What follows belongs to an exercise in optimizing a design on an open flow for small area and a short achievable clock period; a production flow would make more cautious choices. RTL that was checked went through simulation tests only; none was proved equivalent to the original. For run 2, only the layout was checked, not whether the RTL still works.

==> flow/design.v, too long to show whole: its modules and the start of the top module <==
// module fir: 1339 lines
// module fir_fa: 3 lines
// module fir_ha: 3 lines
module fir(
	input			clk_100k,
	input			rst_n,
	input 	signed [8:0]	samp_in,
	output 	signed [8:0]	fir_out
);
  // ...
==> flow/run.sh <==
#!/bin/bash
# synth_recipe.tcl (not shown) runs the flow's synth.tcl, then flattens the netlist and writes it again
# the make line also repeats each setting of config.mk as NAME=value (left out here)
make -C /OpenROAD-flow-scripts/flow DESIGN_CONFIG=/design/flow/config.mk WORK_HOME=/design/flow/orfs CLKGATE_MAP_FILE= SYNTH_SCRIPT=/design/flow/synth_recipe.tcl finish
==> flow/config.mk <==
export PLATFORM = sky130hd
export DESIGN_NAME = fir
export DESIGN_NICKNAME = fir
export VERILOG_FILES = /design/flow/design.v
export SDC_FILE = /design/flow/constraint.sdc
export NUM_CORES = 4
export LEC_CHECK = 0
export CAP_MARGIN = 20
export CORE_MARGIN = 2
export CORE_UTILIZATION = 65
export CTS_BUF_LIST = sky130_fd_sc_hd__clkbuf_8
export CTS_CLUSTER_DIAMETER = 60
export CTS_CLUSTER_SIZE = 16
export SLEW_MARGIN = 20
export SYNTH_HIERARCHICAL = 1
export SYNTH_MINIMUM_KEEP_SIZE = 0
export TNS_END_PERCENT = 10
==> flow/constraint.sdc <==
create_clock -name core_clock -period 16.0 [get_ports {clk_100k}]
set_input_delay 3.2000 -clock core_clock [delete_from_list [all_inputs] [get_ports {clk_100k}]]
set_output_delay 3.2000 -clock core_clock [all_outputs]
set_load 0.01 [all_outputs]
==> results.py, run 1 <==
metrics = {
    "run_status": {
        "outcome": "no timing/DRC/antenna violations",
    },
    "layout": {
        "largest_cell_class": "multi-input gates",
        "final_common_cell": "fa_1",
        "nFillCells": 2368,
        "seqCellArea_mm2": 0.006390,
    },
    "global_route": {
        "antenna_found_initial": 0,
        "grt_max_degree": 105,
        "grt_pass1_vias": 14030,
        "grt_use_met2_pct": 56.93,
    },
    "yosys": {
        "netlist_instances": 1543,
        "synth_compound_area_share_pct": 4.241,
        "yosys-top-cells-count": "fa_1, inv_1, dfrtp_1, ha_1, xnor2_1",
        "yosysMostFrequentCell": "fa_1",
    },
    "die": {
        "fp.coreArea_mm2": 0.03336,
        "rows": 67,
    },
    "worst_setup_path": {
        "worst_path_max_delay_cell": "clkdlybuf4s50_1",
        "r2r-start": "x16[0]",
        "crit_family": "adder cells",
        "rr_worst_depth": 13,
        "crit_chain": "clkdlybuf4s50_1 > fa_1 > inv_1 > fa_1 > fa_1 > ha_1 > fa_1 > a211oi_1 > o21bai_1 > a21oi_1 > o21bai_1 > xnor2_1",
        "critical_path_class": "primary input to flip-flop",
        "r2r_end": "rq1_11_0",
        "critical_path.max_stage_delay_ps": 580,
        "worstSetupStartpoint": "samp_in[7]",
        "crit_fanout": 5,
    },
    "clock_network": {
        "numCtsBuffers": 26,
        "clkTransAtPathRegs_ps": 90,
        "hold_buffers": 0,
        "root_buffer": "clkbuf_8",
    },
    "placed_design": {
        "place.gp.congestion": 0.9826,
        "dp_hpwl_um": 44160,
    },
    "routing": {
        "drtAntennaViolNets": 0,
        "drc": 0,
    },
    "sta": {
        "timing.fmax_mhz": 162.2,
        "fin_worst_skew_ps": 33.36,
        "slew_viol_final": 0,
    },
}
==> run 2, diff against run 1 <==
--- a/flow/design.v
+++ b/flow/design.v
@@ -1005,162 +1005,163 @@
 fir_fa h1_223_fa (rq2_23_0, rq2_23_1, h1_219_c, h1_223_s, h1_223_c);
 wire h1_224_s, h1_224_c;
 fir_fa h1_224_fa (h1_223_s, h1_220_c, h1_221_c, h1_224_s, h1_224_c);
 wire h1_225_s = 1'b1 ^ rq2_24_0 ^ rq2_24_1;
 wire h1_226_s = h1_225_s ^ h1_223_c ^ h1_224_c;
 wire h0_1_s, h0_1_c;
 assign {h0_1_c, h0_1_s} = 1'b0 + x0[0] + rq1_3_1;
 wire h0_2_s, h0_2_c;
-fir_ha h0_2_ha (rq1_3_0, {~h0_1_s}, h0_2_s, h0_2_c);
+fir_ha h0_2_ha ({~x0[1]}, {~rq1_4_0}, h0_2_s, h0_2_c);
 wire h0_3_s, h0_3_c;
-fir_fa h0_3_fa (x0[1], rq1_4_0, h0_1_c, h0_3_s, h0_3_c);
+fir_fa h0_3_fa (x0[2], {~rq1_5_0}, rq1_5_1, h0_3_s, h0_3_c);
 wire h0_4_s, h0_4_c;
-fir_fa h0_4_fa (h0_2_c, samp_in[3], samp_in[0], h0_4_s, h0_4_c);
+fir_fa h0_4_fa (x0[3], rq1_6_0, {~rq1_6_1}, h0_4_s, h0_4_c);
 wire h0_5_s, h0_5_c;
-fir_fa h0_5_fa (x0[2], {~rq1_5_0}, rq1_5_1, h0_5_s, h0_5_c);
+fir_fa h0_5_fa ({~x0[4]}, rq1_7_0, rq1_7_1, h0_5_s, h0_5_c);
 wire h0_6_s, h0_6_c;
-fir_fa h0_6_fa (h0_5_s, h0_3_c, {~samp_in[4]}, h0_6_s, h0_6_c);
+fir_ha h0_6_ha ({~x0[5]}, rq1_8_0, h0_6_s, h0_6_c);
 wire h0_7_s, h0_7_c;
-fir_fa h0_7_fa (samp_in[1], h0_4_c, {~h0_6_s}, h0_7_s, h0_7_c);
+fir_fa h0_7_fa ({~x0[6]}, rq1_9_0, rq1_9_1, h0_7_s, h0_7_c);
 wire h0_8_s, h0_8_c;
-fir_fa h0_8_fa (x0[3], rq1_6_0, {~rq1_6_1}, h0_8_s, h0_8_c);
+fir_fa h0_8_fa ({~x0[7]}, x0[0], rq1_10_0, h0_8_s, h0_8_c);
 wire h0_9_s, h0_9_c;
-fir_fa h0_9_fa (h0_5_c, h0_8_s, {~samp_in[5]}, h0_9_s, h0_9_c);
+assign {h0_9_c, h0_9_s} = 1'b1 + x0[8] + x0[1];
 wire h0_10_s, h0_10_c;
-fir_fa h0_10_fa ({~samp_in[2]}, h0_6_c, h0_9_s, h0_10_s, h0_10_c);
+fir_fa h0_10_fa (rq1_11_0, h0_8_c, h0_9_s, h0_10_s, h0_10_c);
 wire h0_11_s, h0_11_c;
-fir_fa h0_11_fa ({~x0[4]}, rq1_7_0, rq1_7_1, h0_11_s, h0_11_c);
+assign {h0_11_c, h0_11_s} = 1'b1 + x0[2] + rq1_12_0;
 wire h0_12_s, h0_12_c;
-fir_fa h0_12_fa (h0_11_s, samp_in[6], samp_in[3], h0_12_s, h0_12_c);
+fir_fa h0_12_fa (rq1_12_1, h0_9_c, h0_11_s, h0_12_s, h0_12_c);
 wire h0_13_s, h0_13_c;
-fir_fa h0_13_fa (h0_8_c, h0_9_c, {~h0_12_s}, h0_13_s, h0_13_c);
+assign {h0_13_c, h0_13_s} = 1'b1 + x0[3] + rq1_13_0;
 wire h0_14_s, h0_14_c;
-assign {h0_14_c, h0_14_s} = 1'b1 + {~x0[5]} + rq1_8_0;
+fir_fa h0_14_fa ({~rq1_13_1}, h0_11_c, h0_13_s, h0_14_s, h0_14_c);
 wire h0_15_s, h0_15_c;
-fir_fa h0_15_fa (h0_11_c, h0_14_s, samp_in[7], h0_15_s, h0_15_c);
+assign {h0_15_c, h0_15_s} = 1'b0 + rq1_14_0 + rq1_14_1;
 wire h0_16_s, h0_16_c;
-fir_fa h0_16_fa (samp_in[4], h0_12_c, h0_15_s, h0_16_s, h0_16_c);
+fir_fa h0_16_fa (x0[4], h0_13_c, {~h0_15_s}, h0_16_s, h0_16_c);
 wire h0_17_s, h0_17_c;
-fir_fa h0_17_fa (samp_in[0], h0_13_c, {~h0_16_s}, h0_17_s, h0_17_c);
+assign {h0_17_c, h0_17_s} = 1'b0 + rq1_15_0 + rq1_15_1;
 wire h0_18_s, h0_18_c;
-assign {h0_18_c, h0_18_s} = 1'b1 + rq1_9_0 + rq1_9_1;
+fir_fa h0_18_fa ({~x0[5]}, h0_15_c, h0_17_s, h0_18_s, h0_18_c);
 wire h0_19_s, h0_19_c;
-fir_fa h0_19_fa ({~x0[6]}, h0_14_c, h0_18_s, h0_19_s, h0_19_c);
+assign {h0_19_c, h0_19_s} = 1'b0 + rq1_16_0 + rq1_16_1;
 wire h0_20_s, h0_20_c;
-fir_fa h0_20_fa (h0_19_s, {~samp_in[8]}, samp_in[5], h0_20_s, h0_20_c);
+fir_fa h0_20_fa ({~x0[6]}, h0_17_c, h0_19_s, h0_20_s, h0_20_c);
 wire h0_21_s, h0_21_c;
-fir_fa h0_21_fa ({~samp_in[1]}, h0_15_c, h0_20_s, h0_21_s, h0_21_c);
+assign {h0_21_c, h0_21_s} = 1'b1 + x0[7] + rq1_17_1;
 wire h0_22_s, h0_22_c;
-fir_ha h0_22_ha (h0_16_c, h0_21_s, h0_22_s, h0_22_c);
+fir_fa h0_22_fa (rq1_17_0, h0_19_c, {~h0_21_s}, h0_22_s, h0_22_c);
 wire h0_23_s, h0_23_c;
-assign {h0_23_c, h0_23_s} = 1'b1 + x0[0] + rq1_10_0;
+assign {h0_23_c, h0_23_s} = 1'b1 + {~x0[8]} + rq1_18_0;
 wire h0_24_s, h0_24_c;
-fir_fa h0_24_fa ({~x0[7]}, h0_18_c, h0_23_s, h0_24_s, h0_24_c);
+fir_ha h0_24_ha (h0_21_c, h0_23_s, h0_24_s, h0_24_c);
 wire h0_25_s, h0_25_c;
-fir_fa h0_25_fa (h0_19_c, h0_24_s, samp_in[6], h0_25_s, h0_25_c);
+fir_fa h0_25_fa (rq1_19_0, rq1_19_1, h0_23_c, h0_25_s, h0_25_c);
 wire h0_26_s, h0_26_c;
-fir_fa h0_26_fa (samp_in[0], h0_20_c, h0_25_s, h0_26_s, h0_26_c);
+assign {h0_26_c, h0_26_s} = 1'b1 + rq1_20_0 + rq1_20_1;
 wire h0_27_s, h0_27_c;
-fir_fa h0_27_fa ({~samp_in[2]}, h0_21_c, h0_26_s, h0_27_s, h0_27_c);
+assign {h0_27_c, h0_27_s} = 1'b1 + rq1_21_0 + rq1_21_1;
 wire h0_28_s, h0_28_c;
-fir_fa h0_28_fa (x0[8], x0[1], rq1_11_0, h0_28_s, h0_28_c);
+assign {h0_28_c, h0_28_s} = 1'b1 + rq1_22_0 + rq1_22_1;
 wire h0_29_s, h0_29_c;
-fir_fa h0_29_fa (h0_23_c, h0_28_s, h0_24_c, h0_29_s, h0_29_c);
-wire h0_30_s, h0_30_c;
-fir_fa h0_30_fa (h0_29_s, samp_in[7], samp_in[1], h0_30_s, h0_30_c);
-wire h0_31_s, h0_31_c;
-fir_fa h0_31_fa ({~samp_in[3]}, h0_25_c, h0_30_s, h0_31_s, h0_31_c);
-wire h0_32_s, h0_32_c;
-fir_ha h0_32_ha (h0_26_c, h0_31_s, h0_32_s, h0_32_c);
-wire h0_33_s, h0_33_c;
-fir_fa h0_33_fa (x0[2], rq1_12_0, rq1_12_1, h0_33_s, h0_33_c);
-wire h0_34_s, h0_34_c;
-fir_fa h0_34_fa (h0_28_c, h0_33_s, h0_29_c, h0_34_s, h0_34_c);
-wire h0_35_s, h0_35_c;
-fir_fa h0_35_fa ({~h0_34_s}, samp_in[8], samp_in[4], h0_35_s, h0_35_c);
-wire h0_36_s, h0_36_c;
-fir_fa h0_36_fa (samp_in[2], h0_30_c, {~h0_35_s}, h0_36_s, h0_36_c);
-wire h0_37_s, h0_37_c;
-fir_fa h0_37_fa (h0_31_c, h0_36_s, h0_32_c, h0_37_s, h0_37_c);
-wire h0_38_s, h0_38_c;
-assign {h0_38_c, h0_38_s} = 1'b1 + x0[3] + rq1_13_0;
-wire h0_39_s, h0_39_c;
-fir_fa h0_39_fa ({~rq1_13_1}, h0_33_c, h0_38_s, h0_39_s, h0_39_c);
-wire h0_40_s, h0_40_c;
-fir_fa h0_40_fa (h0_39_s, h0_34_c, samp_in[3], h0_40_s, h0_40_c);
-wire h0_41_s, h0_41_c;
-fir_fa h0_41_fa (samp_in[5], h0_35_c, {~h0_40_s}, h0_41_s, h0_41_c);
-wire h0_42_s, h0_42_c;
-fir_ha h0_42_ha (h0_36_c, {~h0_41_s}, h0_42_s, h0_42_c);
-wire h0_43_s, h0_43_c;
-assign {h0_43_c, h0_43_s} = 1'b0 + rq1_14_0 + rq1_14_1;
-wire h0_44_s, h0_44_c;
-fir_fa h0_44_fa (x0[4], h0_38_c, {~h0_43_s}, h0_44_s, h0_44_c);
-wire h0_45_s, h0_45_c;
-fir_fa h0_45_fa (h0_39_c, h0_44_s, samp_in[4], h0_45_s, h0_45_c);
-wire h0_46_s, h0_46_c;
-fir_fa h0_46_fa ({~samp_in[6]}, h0_40_c, h0_45_s, h0_46_s, h0_46_c);
-wire h0_47_s, h0_47_c;
-fir_fa h0_47_fa ({~h0_41_c}, h0_46_s, h0_42_c, h0_47_s, h0_47_c);
-wire h0_48_s, h0_48_c;
-assign {h0_48_c, h0_48_s} = 1'b0 + rq1_15_0 + rq1_15_1;
-wire h0_49_s, h0_49_c;
-fir_fa h0_49_fa ({~x0[5]}, h0_43_c, h0_48_s, h0_49_s, h0_49_c);
-wire h0_50_s, h0_50_c;
-fir_fa h0_50_fa ({~h0_44_c}, h0_49_s, samp_in[7], h0_50_s, h0_50_c);
-wire h0_51_s, h0_51_c;
-fir_fa h0_51_fa (samp_in[5], h0_45_c, {~h0_50_s}, h0_51_s, h0_51_c);
-wire h0_52_s, h0_52_c;
-fir_ha h0_52_ha (h0_46_c, h0_51_s, h0_52_s, h0_52_c);
-wire h0_53_s, h0_53_c;
-fir_fa h0_53_fa ({~x0[6]}, rq1_16_0, rq1_16_1, h0_53_s, h0_53_c);
-wire h0_54_s, h0_54_c;
-fir_fa h0_54_fa (h0_48_c, h0_53_s, h0_49_c, h0_54_s, h0_54_c);
-wire h0_55_s, h0_55_c;
-fir_fa h0_55_fa ({~h0_54_s}, samp_in[8], samp_in[6], h0_55_s, h0_55_c);
-wire h0_56_s, h0_56_c;
-fir_fa h0_56_fa ({~h0_50_c}, h0_55_s, h0_51_c, h0_56_s, h0_56_c);
-wire h0_57_s, h0_57_c;
-assign {h0_57_c, h0_57_s} = 1'b1 + x0[7] + rq1_17_1;
-wire h0_58_s, h0_58_c;
-fir_fa h0_58_fa (rq1_17_0, h0_53_c, {~h0_57_s}, h0_58_s, h0_58_c);
-wire h0_59_s, h0_59_c;
-fir_fa h0_59_fa (h0_58_s, h0_54_c, {~samp_in[7]}, h0_59_s, h0_59_c);
-wire h0_60_s, h0_60_c;
-fir_ha h0_60_ha (h0_55_c, {~h0_59_s}, h0_60_s, h0_60_c);
-wire h0_61_s, h0_61_c;
-assign {h0_61_c, h0_61_s} = 1'b1 + {~x0[8]} + rq1_18_0;
-wire h0_62_s, h0_62_c;
-fir_fa h0_62_fa (h0_57_c, h0_61_s, {~h0_58_c}, h0_62_s, h0_62_c);
-wire h0_63_s, h0_63_c;
-fir_fa h0_63_fa ({~h0_62_s}, samp_in[8], h0_59_c, h0_63_s, h0_63_c);
-wire h0_64_s, h0_64_c;
-fir_fa h0_64_fa (rq1_19_0, rq1_19_1, h0_61_c, h0_64_s, h0_64_c);
-wire h0_65_s, h0_65_c;
-fir_ha h0_65_ha (h0_64_s, h0_62_c, h0_65_s, h0_65_c);
-wire h0_66_s, h0_66_c;
-assign {h0_66_c, h0_66_s} = 1'b1 + rq1_20_0 + rq1_20_1;
-wire h0_67_s, h0_67_c;
-fir_ha h0_67_ha (h0_66_s, h0_64_c, h0_67_s, h0_67_c);
-wire h0_68_s, h0_68_c;
-assign {h0_68_c, h0_68_s} = 1'b1 + rq1_21_0 + rq1_21_1;
-wire h0_69_s, h0_69_c;
-fir_ha h0_69_ha (h0_66_c, h0_68_s, h0_69_s, h0_69_c);
-wire h0_70_s, h0_70_c;
-assign {h0_70_c, h0_70_s} = 1'b1 + rq1_22_0 + rq1_22_1;
-wire h0_71_s, h0_71_c;
-fir_fa h0_71_fa (h0_68_c, h0_70_s, h0_69_c, h0_71_s, h0_71_c);
-wire h0_72_s, h0_72_c;
-assign {h0_72_c, h0_72_s} = 1'b1 + rq1_23_0 + rq1_23_1;
-wire h0_73_s, h0_73_c;
-fir_ha h0_73_ha (h0_70_c, h0_72_s, h0_73_s, h0_73_c);
-wire h0_74_s = 1'b1 ^ rq1_24_0 ^ h0_72_c;
-wire [24:0] fa = {h0_73_c, h0_73_s, h0_71_s, h0_69_s, h0_67_s, h0_65_s, h0_60_c, h0_60_s, h0_52_c, h0_52_s, h0_47_s, h0_42_s, h0_37_s, h0_32_s, h0_22_c, h0_22_s, {~h0_17_s}, {~h0_10_c}, h0_7_c, h0_7_s, {~h0_3_s}, h0_2_s, rq1_2_0, rq1_1_0, rq1_0_0};
-wire [24:0] fb = {h0_74_s, h0_71_c, 1'b0, h0_67_c, h0_65_c, {~h0_63_c}, {~h0_63_s}, h0_56_c, h0_56_s, h0_47_c, 1'b0, h0_37_c, 1'b0, h0_27_c, h0_27_s, {~h0_17_c}, 1'b0, {~h0_13_s}, {~h0_10_s}, 1'b0, h0_4_s, samp_in[2], samp_in[1], samp_in[0], 1'b0};
+assign {h0_29_c, h0_29_s} = 1'b1 + rq1_23_0 + rq1_23_1;
+wire h0_30_s = 1'b1 ^ rq1_24_0 ^ h0_29_c;
+wire [24:0] e0 = {h0_30_s, h0_28_c, h0_27_c, h0_26_c, h0_26_s, h0_24_c, h0_24_s, {~h0_20_c}, {~h0_18_c}, h0_16_c, h0_14_c, h0_12_c, h0_10_c, h0_10_s, h0_7_c, h0_6_c, h0_6_s, {~h0_4_c}, {~h0_3_c}, h0_2_c, h0_2_s, rq1_3_0, rq1_2_0, rq1_1_0, rq1_0_0} + {1'b0, h0_29_s, h0_28_s, h0_27_s, h0_25_c, h0_25_s, {~h0_22_c}, {~h0_22_s}, {~h0_20_s}, {~h0_18_s}, h0_16_s, h0_14_s, h0_12_s, 1'b0, h0_8_s, h0_7_s, h0_5_c, h0_5_s, {~h0_4_s}, {~h0_3_s}, {~h0_1_c}, {~h0_1_s}, 1'b0, 1'b0, 1'b0};
+reg [13:0] tl;
+always @* begin
+	case (samp_in[3:0])
+	4'd0: tl = 14'd0;
+	4'd1: tl = 14'd786;
+	4'd2: tl = 14'd1572;
+	4'd3: tl = 14'd2358;
+	4'd4: tl = 14'd3144;
+	4'd5: tl = 14'd3930;
+	4'd6: tl = 14'd4716;
+	4'd7: tl = 14'd5502;
+	4'd8: tl = 14'd6288;
+	4'd9: tl = 14'd7074;
+	4'd10: tl = 14'd7860;
+	4'd11: tl = 14'd8646;
+	4'd12: tl = 14'd9432;
+	4'd13: tl = 14'd10218;
+	4'd14: tl = 14'd11004;
+	4'd15: tl = 14'd11790;
+	endcase
+end
+reg [14:0] th;
+always @* begin
+	case (samp_in[8:4])
+	5'd0: th = 15'd16384;
+	5'd1: th = 15'd17170;
+	5'd2: th = 15'd17956;
+	5'd3: th = 15'd18742;
+	5'd4: th = 15'd19528;
+	5'd5: th = 15'd20314;
+	5'd6: th = 15'd21100;
+	5'd7: th = 15'd21886;
+	5'd8: th = 15'd22672;
+	5'd9: th = 15'd23458;
+	5'd10: th = 15'd24244;
+	5'd11: th = 15'd25030;
+	5'd12: th = 15'd25816;
+	5'd13: th = 15'd26602;
+	5'd14: th = 15'd27388;
+	5'd15: th = 15'd28174;
+	5'd16: th = 15'd3808;
+	5'd17: th = 15'd4594;
+	5'd18: th = 15'd5380;
+	5'd19: th = 15'd6166;
+	5'd20: th = 15'd6952;
+	5'd21: th = 15'd7738;
+	5'd22: th = 15'd8524;
+	5'd23: th = 15'd9310;
+	5'd24: th = 15'd10096;
+	5'd25: th = 15'd10882;
+	5'd26: th = 15'd11668;
+	5'd27: th = 15'd12454;
+	5'd28: th = 15'd13240;
+	5'd29: th = 15'd14026;
+	5'd30: th = 15'd14812;
+	5'd31: th = 15'd15598;
+	endcase
+end
+wire g_4_s, g_4_c;
+fir_fa g_4_fa (e0[4], tl[4], th[0], g_4_s, g_4_c);
+wire g_5_s, g_5_c;
+fir_fa g_5_fa (e0[5], tl[5], th[1], g_5_s, g_5_c);
+wire g_6_s, g_6_c;
+fir_fa g_6_fa (e0[6], tl[6], th[2], g_6_s, g_6_c);
+wire g_7_s, g_7_c;
+fir_fa g_7_fa (e0[7], tl[7], th[3], g_7_s, g_7_c);
+wire g_8_s, g_8_c;
+fir_fa g_8_fa (e0[8], tl[8], th[4], g_8_s, g_8_c);
+wire g_9_s, g_9_c;
+fir_fa g_9_fa (e0[9], tl[9], th[5], g_9_s, g_9_c);
+wire g_10_s, g_10_c;
+fir_fa g_10_fa (e0[10], tl[10], th[6], g_10_s, g_10_c);
+wire g_11_s, g_11_c;
+fir_fa g_11_fa (e0[11], tl[11], th[7], g_11_s, g_11_c);
+wire g_12_s, g_12_c;
+fir_fa g_12_fa (e0[12], tl[12], th[8], g_12_s, g_12_c);
+wire g_13_s, g_13_c;
+fir_fa g_13_fa (e0[13], tl[13], th[9], g_13_s, g_13_c);
+wire g_14_s, g_14_c;
+fir_ha g_14_ha (e0[14], th[10], g_14_s, g_14_c);
+wire g_15_s, g_15_c;
+fir_ha g_15_ha (e0[15], th[11], g_15_s, g_15_c);
+wire g_16_s, g_16_c;
+fir_ha g_16_ha (e0[16], th[12], g_16_s, g_16_c);
+wire g_17_s, g_17_c;
+fir_ha g_17_ha (e0[17], th[13], g_17_s, g_17_c);
+wire g_18_s, g_18_c;
+fir_ha g_18_ha (e0[18], th[14], g_18_s, g_18_c);
+wire [24:0] fa = {e0[24], e0[23], e0[22], e0[21], e0[20], e0[19], g_18_s, g_17_s, g_16_s, g_15_s, g_14_s, g_13_s, g_12_s, g_11_s, g_10_s, g_9_s, g_8_s, g_7_s, g_6_s, g_5_s, g_4_s, e0[3], e0[2], e0[1], e0[0]};
+wire [24:0] fb = {1'b0, 1'b0, 1'b0, 1'b0, 1'b0, g_18_c, g_17_c, g_16_c, g_15_c, g_14_c, g_13_c, g_12_c, g_11_c, g_10_c, g_9_c, g_8_c, g_7_c, g_6_c, g_5_c, g_4_c, 1'b0, tl[3], tl[2], tl[1], tl[0]};
 wire [16:0] lo = {1'b0, fa[15:0]} + {1'b0, fb[15:0]};
 wire [8:0] hs = fa[24:16] + fb[24:16];
 reg [8:0] oh;
 reg oc;
 always @(posedge clk_100k or negedge rst_n) begin
 	if (!rst_n) begin
 		x0 <= 9'd0; x1 <= 9'd0; x2 <= 9'd0; x3 <= 9'd0; x4 <= 9'd0; x5 <= 9'd0; x6 <= 9'd0; x7 <= 9'd0; x8 <= 9'd0; x9 <= 9'd0; x10 <= 9'd0; x11 <= 9'd0; x12 <= 9'd0; x13 <= 9'd0; x14 <= 9'd0; x15 <= 9'd0; x16 <= 9'd0; x17 <= 9'd0;
 		rq2_0_0 <= 1'b0;
==> flow/flow/run.sh (new file) <==
#!/bin/bash
# The standard layout (standard.sh), with repair_timing asked to keep a setup margin:
# the constraints are unchanged, the margin only makes the timing repair work harder.
set -euo pipefail
MARGIN=${MARGIN:-11}
sed "s|\"\${@:-finish}\"|SETUP_SLACK_MARGIN=$MARGIN \"\${@:-finish}\"|" standard.sh > margin.sh
grep -q "SETUP_SLACK_MARGIN=$MARGIN" margin.sh
bash margin.sh > layout.log 2>&1
==> flow/standard.sh (new file) <==
#!/bin/bash
# synth_recipe.tcl (not shown) runs the flow's synth.tcl, then flattens the netlist and writes it again
# the make line also repeats each setting of config.mk as NAME=value (left out here)
make -C /OpenROAD-flow-scripts/flow DESIGN_CONFIG=/design/flow/config.mk WORK_HOME=/design/flow/orfs CLKGATE_MAP_FILE= SYNTH_SCRIPT=/design/flow/synth_recipe.tcl "${@:-finish}"
--- a/flow/config.mk
+++ b/flow/config.mk
@@ -5,13 +5,13 @@
 export SDC_FILE = /design/flow/constraint.sdc
 export NUM_CORES = 4
 export LEC_CHECK = 0
 export CAP_MARGIN = 20
 export CORE_MARGIN = 2
 export CORE_UTILIZATION = 65
 export CTS_BUF_LIST = sky130_fd_sc_hd__clkbuf_8
 export CTS_CLUSTER_DIAMETER = 60
-export CTS_CLUSTER_SIZE = 16
+export CTS_CLUSTER_SIZE = 20
 export SLEW_MARGIN = 20
 export SYNTH_HIERARCHICAL = 1
 export SYNTH_MINIMUM_KEEP_SIZE = 0
 export TNS_END_PERCENT = 10
removed: flow/run.sh
==> results.py, run 2 <==
metrics = {
    "run_status": {
        "outcome": "no timing/DRC/antenna violations",
    },
    "routing": {
        "drc": 0,
        "drtIter0Drc": 720,
        "vias": 13000,
        "drtAntennaViolNets": 0,
        "wl_um": 54680,
        "viasPerCell": 5.632,
        "drtPass1Iterations": 5,
        "wl_per_cell_um": 23.69,
    },
    "die": {
        "fp.coreArea_mm2": 0.03437,
        "rows": 68,
        "die_w_um": 190.4,
        "start_util_pct": 65.67,
        "die-height_um": 190.4,
        "design.die.area_mm2": 0.03623,
        "pin_count": 20,
    },
    "sta": {
        "setup_viol": 0,
        "rsz0062_at_grt": "yes",
        "period_share_pct": 33.29,
        "fin_worst_skew_ps": 65.59,
        "totalNegativeSetupSlack_ps": 0,
        "finalHoldViolCount": 0,
        "slew_viol_final": 0,
        "slew_headroom_pct": 33.47,
        "worst_pin_slew_ps": 990.9,
        "timing.fmax_mhz": 187.8,
        "period_needed_ps": 5326,
    },
    "worst_setup_path": {
        "r2r_slack_ps": 10670,
        "endpoint": "rq1_18_0",
        "critical_path_class": "flip-flop to flip-flop",
        "worst_path_max_delay_cell": "fa_1",
        "cp_num_cells": 17,
        "worstSetupStartpoint": "x0[0]",
        "r2r_end": "rq1_18_0",
        "path_buf_inv": 2,
        "crit_family": "adder cells",
        "critical_path.most_common_cell": "fa_1",
        "start_kind": "flip-flop",
        "endpoint_kind": "flip-flop",
        "r2r-start": "x0[0]",
        "crit_fanout": 5,
        "crit_chain": "ha_4 > fa_2 > a21oi_2 > nor2_1 > nor2_2 > o21bai_1 > a21oi_2 > buf_4 > xnor2_4 > fa_2 > fa_1 > fa_1 > fa_1 > inv_1 > fa_1 > fa_1 > fa_1",
        "cp.required_ps": 16480,
        "rr_worst_depth": 17,
        "cp.arrival_ps": 5810,
        "critical_path.max_stage_delay_ps": 510,
    },
    "layout": {
        "finalNetCount": 2518,
        "final_common_cell": "fa_1",
        "postLayoutCellArea_mm2": 0.02581,
        "nFillCells": 2138,
        "seqCellArea_mm2": 0.006395,
        "area_delta_synth_final_pct": 14.37,
        "drive_gt1_share_pct": 21.10,
        "insertedDiodeCount": 0,
        "final_cell_mix": "fa_1, inv_1, dfrtp_1",
        "multiInputGateArea_mm2": 0.01584,
    },
    "placed_design": {
        "placedInstanceArea_mm2": 0.02363,
        "dp_hpwl_um": 43390,
        "place.gp.congestion": 0.9567,
        "io_buffers": 19,
    },
    "yosys": {
        "ys_ff_latch": 254,
        "synthTopCellsByArea": "fa_1, dfrtp_1, ha_1",
        "synth-edff-count": 0,
        "syn-cell-area_mm2": 0.02257,
        "ys_seq_area_share_pct": 28.31,
        "syn_avg_cell_area_um2": 13.50,
        "synth_area_leader_cell": "fa_1",
        "yosysMostFrequentCell": "fa_1",
        "netlist-cell-type-count": 59,
        "yosys-top-cells-count": "fa_1, inv_1, dfrtp_1, ha_1, a21oi_1",
        "synth_ff_type": "dfrtp_1",
        "netlist_instances": 1672,
        "synth_nets": 2358,
        "post-synth-top-area-fraction_pct": 44.08,
        "yosys_warnings": 7,
        "synthArstFlopShare_pct": 100.0,
    },
    "global_route": {
        "antenna_found_initial": 2,
        "grt_pass1_vias": 15050,
        "grt_use_total_pct": 32.49,
        "grt_max_degree": 80,
        "grt_pass1_wl_um": 84590,
        "gr-total-overflow": 0,
    },
    "clock_network": {
        "clock-sinks": 254,
        "clk_latency_ps": 650,
        "cts_tree": "built",
        "clk_path_buf_depth": 3,
        "hold_buffers": 0,
        "numCtsBuffers": 27,
        "htree_levels": 1,
        "root_buffer": "clkbuf_8",
        "clkTransAtPathRegs_ps": 100,
    },
    "worst_hold_path": {
        "hold_class": "flip-flop to flip-flop",
    },
    "run": {
        "maxCapViolations": 0,
    },
}
## run 2: cell count changes after synthesis, sizes merged, moves of 8 or more
cell / delta
a21oi: +43
clkbuf: +8
fa: -26
ha: +35
inv: +40
nand3: -12
nor2: -22
o21ai: +16
o21bai: +24
xnor2: +17
## run 2: kinds of logic after synthesis
family,count (synthesis),share of synthesized area [%]
compound gates,213,6.114
fa+ha+maj,675,53.95
xor+xnor,98,3.869
other cells,1,0.01661
flops,254,28.31
buf+inv,325,5.410
mux,5,0.2328
simple gates,101,2.101
## run 2: modules after synthesis, one instance, submodules excluded
module / cells inside / area (um^2) / flip-flops and latches / times used
fir: 1171 / 12650 / 254 / 1
fir_fa: 1 / 20.02 / 0 / 487
fir_ha: 1 / 12.51 / 0 / 14
## run 2: worst min path at each step
stage | to | depth (start not counted) | start | slack, ps
after floorplan | x13[0] | 0 | x12[0] | 330
after global placement | x13[5] | 0 | x12[5] | 330
after detailed placement | x13[5] | 0 | x12[5] | 340
after CTS | x13[5] | 0 | x12[5] | 360
after global routing | x13[6] | 0 | x12[6] | 370
final | x13[6] | 0 | x12[6] | 360
## run 2: worst register-to-register path: stages, from the launching register on
cell and delay [ps]:
dfrtp_2 460, ha_4 190, fa_2 370, a21oi_2 150
nor2_1 60, nor2_2 210, o21bai_1 150, a21oi_2 220
buf_4 170, xnor2_4 130, fa_2 390, fa_1 510
fa_1 440, fa_1 370, inv_1 80, fa_1 420
fa_1 390, fa_1 440
## run 2: final cells by class
| type | count | area share (%) |
|---|---|---|
| inverter | 316 | 4.663 |
| clock inverter | 23 | 1.202 |
| clock buffer | 27 | 1.440 |
| tap | 455 | 2.205 |
| timing repair buffer | 140 | 4.357 |
| sequential | 254 | 24.77 |
| multi-input combinational | 1093 | 61.36 |
## run 2: stage by stage
step           setup slack, ps  std cells  utilization [%]  hold WS, ps
2_1_floorplan            10430       1672                -        331.2
3_3_place_gp              9131       2176            68.75        332.4
3_5_place_dp              9020       2176            68.75        338.5
4_1_cts                  10650       2293            74.12        362.7
5_1_grt                  10530       2308            75.10        365.5
6_report                 10670       2308            75.10        361.1
## run 2: metal layers
layer / vias up / GRT usage (%) / wire, um
li1: 5513 / - / -
met1: 6893 / 38.68 / 19790
met2: 408 / 57.41 / 28730
met3: 183 / 4.969 / 2671
met4: 2 / 17.17 / 3463
met5: - / 0 / 16
## run 2: what timing repair did
action                                 in CTS  in global routing
endpoints found under the hold margin       0                  0
buffers inserted                           67                 15
resized for setup                         190                 63
setup endpoints to repair                  72                 58
pin swaps                                  75                 44

[re-timing with driven ports]
How much do the figures lean on ideal ports? The routed layouts below were timed once more, with nothing changed but the port constraints. Step 1 sets driving cells, clkbuf_16 on the clock port and buf_2 on the other inputs (assumed; they add their load-dependent delay and slew). Step 2 also shifts input and output timing later by t, the mid clock arrival at the registers, as if the neighbouring blocks saw the same clock. Slacks: ideal / step 1 / step 2; pairs: ideal / step 1.
| run | shift t [ns] | slack for setup (ns) | pins driven straight from the clock port |
|---|---|---|---|
| run 1 | 0.664 | 9.836 / 9.862 / 9.198 | 1 |
| run 2 | 0.668 | 10.674 / 10.653 / 10.113 | 1 |
After both steps setup and hold are still met in every run listed. The setup slack of run 1, which loses most, moves by +0.026 ns with the drivers and by -0.638 ns with both steps.
